Source: an optimization exercise on an open RTL-to-GDS flow (aim: small area). Production flows keep margins and buffers that such runs may drop.
Power figures rest on the tool's default switching activity, not on a simulated workload.

Design top, start of the top module:
module top #(
    parameter DATA_WIDTH = 8,
    parameter BUFFER_SIZE = 2,
    parameter KERNEL_SIZE = 9,
    parameter NUM_OF_MUL = 2,
    parameter DATA_OF_SET = 20,
    parameter IN_NUM_OF_SET = 4,
    parameter OUT_NUM_OF_SET = 3
)(
    input  logic          clk,
    input  logic          rst,
    input  logic [639:0]  din,
    input  logic [71:0]   kernel,
    input  logic [1:0]    op,
    output logic [1279:0] dout,
    output logic          dout_valid
);
Size: ~6200 cells after synthesis, roughly 91000 µm² of cells after synthesis.
==> flow/config.mk <==
export PLATFORM = sky130hd
export DESIGN_NAME = top
export DESIGN_NICKNAME = top
export VERILOG_FILES = /design/flow/design.v
export SDC_FILE = /design/flow/constraint.sdc
export NUM_CORES = 8
export LEC_CHECK = 0
export CAP_MARGIN = 25
export CORE_AREA = 10 10 470 470
export DIE_AREA = 0 0 480 480
export PLACE_DENSITY = 0.6
export SLEW_MARGIN = 25
export SYNTH_HIERARCHICAL = 1
==> flow/constraint.sdc <==
create_clock -name core_clock -period 10.0 [get_ports {clk}]
set_input_delay 2.0000 -clock core_clock [delete_from_list [all_inputs] [get_ports {clk}]]
set_output_delay 2.0000 -clock core_clock [all_outputs]
set_load 0.01 [all_outputs]
standard.sh (not shown) runs the stock make flow with config.mk's settings and CLKGATE_MAP_FILE= SYNTH_SCRIPT=/design/flow/synth_recipe.tcl, a recipe that flattens the netlist after the stock synthesis.
==> flow/flow/run.sh <==
#!/bin/bash
# The standard layout (standard.sh) with these placement settings changed:
#  - plain buf_1 cells as the port buffers (every port still gets one);
#  - pins may sit one routing track apart, so a smaller die holds them;
#  - clock tree: larger sink clusters, small clock buffers, no dummy loads;
#  - one tie cell for the constant outputs (as synthesis leaves it).
set -o pipefail
export BUFFER_PORTS_ARGS="-buffer_cell sky130_fd_sc_hd__buf_1"
export PLACE_PINS_ARGS="-min_distance 1 -min_distance_in_tracks"
export CTS_ARGS="-sink_clustering_enable -repair_clock_nets -dont_use_dummy_load -buf_list {sky130_fd_sc_hd__clkbuf_4 sky130_fd_sc_hd__clkbuf_8} -sink_clustering_size 20 -sink_clustering_max_diameter 45"
export SKIP_REPAIR_TIE_FANOUT=1
bash standard.sh > standard.log 2>&1
The baseline finished clean.
Rerun with:
--- a/flow/config.mk
+++ b/flow/config.mk
@@ -8,5 +8,5 @@
 export CAP_MARGIN = 25
-export CORE_AREA = 10 10 470 470
-export DIE_AREA = 0 0 480 480
-export PLACE_DENSITY = 0.6
+export CORE_AREA = 10 10 450 450
+export DIE_AREA = 0 0 460 460
+export PLACE_DENSITY = 0.55
 export SLEW_MARGIN = 25
Via count fell by about 2%. Register-to-register slack gains 0.02 ns. Global-route usage rose by 2.0 points. Critical path depth rose by 1. Sequential cell count does not change. Final cell count fell by about 3%. Worst setup slack gains 0.024 ns. Wire length fell by 3.2%. Cell area fell by 0.44%. Die area fell by about 8%.
Rerun with:
--- a/flow/flow/run.sh
+++ b/flow/flow/run.sh
@@ -9,3 +9,3 @@
 export PLACE_PINS_ARGS="-min_distance 1 -min_distance_in_tracks"
-export CTS_ARGS="-sink_clustering_enable -repair_clock_nets -dont_use_dummy_load -buf_list {sky130_fd_sc_hd__clkbuf_4 sky130_fd_sc_hd__clkbuf_8} -sink_clustering_size 20 -sink_clustering_max_diameter 45"
+export CTS_ARGS="-sink_clustering_enable -repair_clock_nets -dont_use_dummy_load -buf_list {sky130_fd_sc_hd__clkbuf_4 sky130_fd_sc_hd__clkbuf_8} -sink_clustering_size 16 -sink_clustering_max_diameter 50"
 export SKIP_REPAIR_TIE_FANOUT=1
--- a/flow/config.mk
+++ b/flow/config.mk
@@ -10,3 +10,3 @@
 export DIE_AREA = 0 0 460 460
-export PLACE_DENSITY = 0.55
+export PLACE_DENSITY = 0.65
 export SLEW_MARGIN = 25
After rerunning:
- The new run did not get past global routing
- area after synthesis does not change
- synthesized cell count is unchanged
No run of this note included a check of the RTL's function; only the layout flow was run.

* * *

top, a different RTL version from the one above (not shown whole).
Size: roughly 6500 cells after synthesis, about 2000 I/O pins.
Settings: LEC_CHECK=0, CAP_MARGIN=20, CORE_AREA=10 10 450 450, CTS_BUF_LIST=sky130_fd_sc_hd__clkbuf_4 sky130_fd_sc_hd__clkbuf_8, DIE_AREA=0 0 460 460, PLACE_DENSITY=0.65, SLEW_MARGIN=20, SYNTH_HIERARCHICAL=1; clock period 10.0 ns.
==> flow/flow/run.sh <==
#!/bin/bash
# The standard layout (standard.sh) with these placement settings changed:
#  - plain buf_1 cells as the port buffers (every port still gets one);
#  - pins may sit one routing track apart, so a smaller die holds them;
#  - clock tree: larger sink clusters, small clock buffers, no dummy loads.
set -o pipefail
export BUFFER_PORTS_ARGS="-buffer_cell sky130_fd_sc_hd__buf_1"
export PLACE_PINS_ARGS="-min_distance 1 -min_distance_in_tracks"
export CTS_ARGS="-sink_clustering_enable -repair_clock_nets -dont_use_dummy_load -buf_list {sky130_fd_sc_hd__clkbuf_4 sky130_fd_sc_hd__clkbuf_8} -sink_clustering_size 16 -sink_clustering_max_diameter 50"
bash standard.sh > standard.log 2>&1
The baseline finished with timing, DRC and antenna clean.
Next try:
==> flow/flow/run.sh (replaced) <==
#!/bin/bash
# The standard layout (standard.sh) with these placement settings changed:
#  - plain buf_1 cells as the port buffers (every port still gets one);
#  - pins may sit one routing track apart, so a smaller die holds them;
#  - clock tree: larger sink clusters, small clock buffers, no dummy loads;
#  - one tie cell for the constant outputs (as synthesis leaves it).
set -o pipefail
export BUFFER_PORTS_ARGS="-buffer_cell sky130_fd_sc_hd__buf_1"
export PLACE_PINS_ARGS="-min_distance 1 -min_distance_in_tracks"
export CTS_ARGS="-sink_clustering_enable -repair_clock_nets -dont_use_dummy_load -buf_list {sky130_fd_sc_hd__clkbuf_4 sky130_fd_sc_hd__clkbuf_8} -sink_clustering_size 18 -sink_clustering_max_diameter 40"
export SKIP_REPAIR_TIE_FANOUT=1
bash standard.sh > standard.log 2>&1
Settings changed: CAP_MARGIN 20 to 10, SLEW_MARGIN 20 to 10.
The new run completed with no timing, DRC or antenna violations.
Sequential cell count is unchanged.
Via count drops by 1.2%.
Power went up by 2.3%.
Die area stays the same.
Clock-buffer cell count grows by 59.
Register-to-register slack gets better by 0.13 ns.
Clock skew barely changes.
Cell count went down by 0.70%.
Final area stays flat.
Wire length came out lower by 5.7%.
Global-route usage goes down by 2.5 points.
Function was not checked in any run of this note: the RTL went through the layout flow alone.

==> what the ideal ports hide <==
In the flow no input, the clock included, has a driving cell. The finished layouts below were timed again as built, in two steps.
Step 1 (the two cells are an assumption about what drives the block):
set clk [get_ports {clk}]
set_driving_cell -lib_cell sky130_fd_sc_hd__clkbuf_16 $clk
set_driving_cell -lib_cell sky130_fd_sc_hd__buf_2 [delete_from_list [all_inputs] $clk]
Step 2 moves the port delays by t, midway between the first and last clock arrival at a register: inputs arrive t later, outputs are due t later. That takes back most of the time a late clock gives input paths.
Slacks: ideal / step 1 / step 2; pairs: ideal / step 1.
run | shift t [ns] | setup slack, ns | worst register clock-pin slew, ns
the first run of note 1 | 1.099 | 1.058 / 1.058 / 0.039 | 0.12 / 0.12
the second run of note 1 | 1.093 | 1.082 / 1.082 / 0.192 | 0.11 / 0.11
the first run of note 2 | 1.059 | 0.975 / 0.975 / 0.201 | 0.10 / 0.10
the second run of note 2 | 1.107 | 1.104 / 1.104 / 0.167 | 0.11 / 0.11
After both steps setup and hold are still met in every run listed. The setup slack of the first run of note 1, which loses most, moves by 0.000 ns with the drivers and by -1.019 ns with both steps.
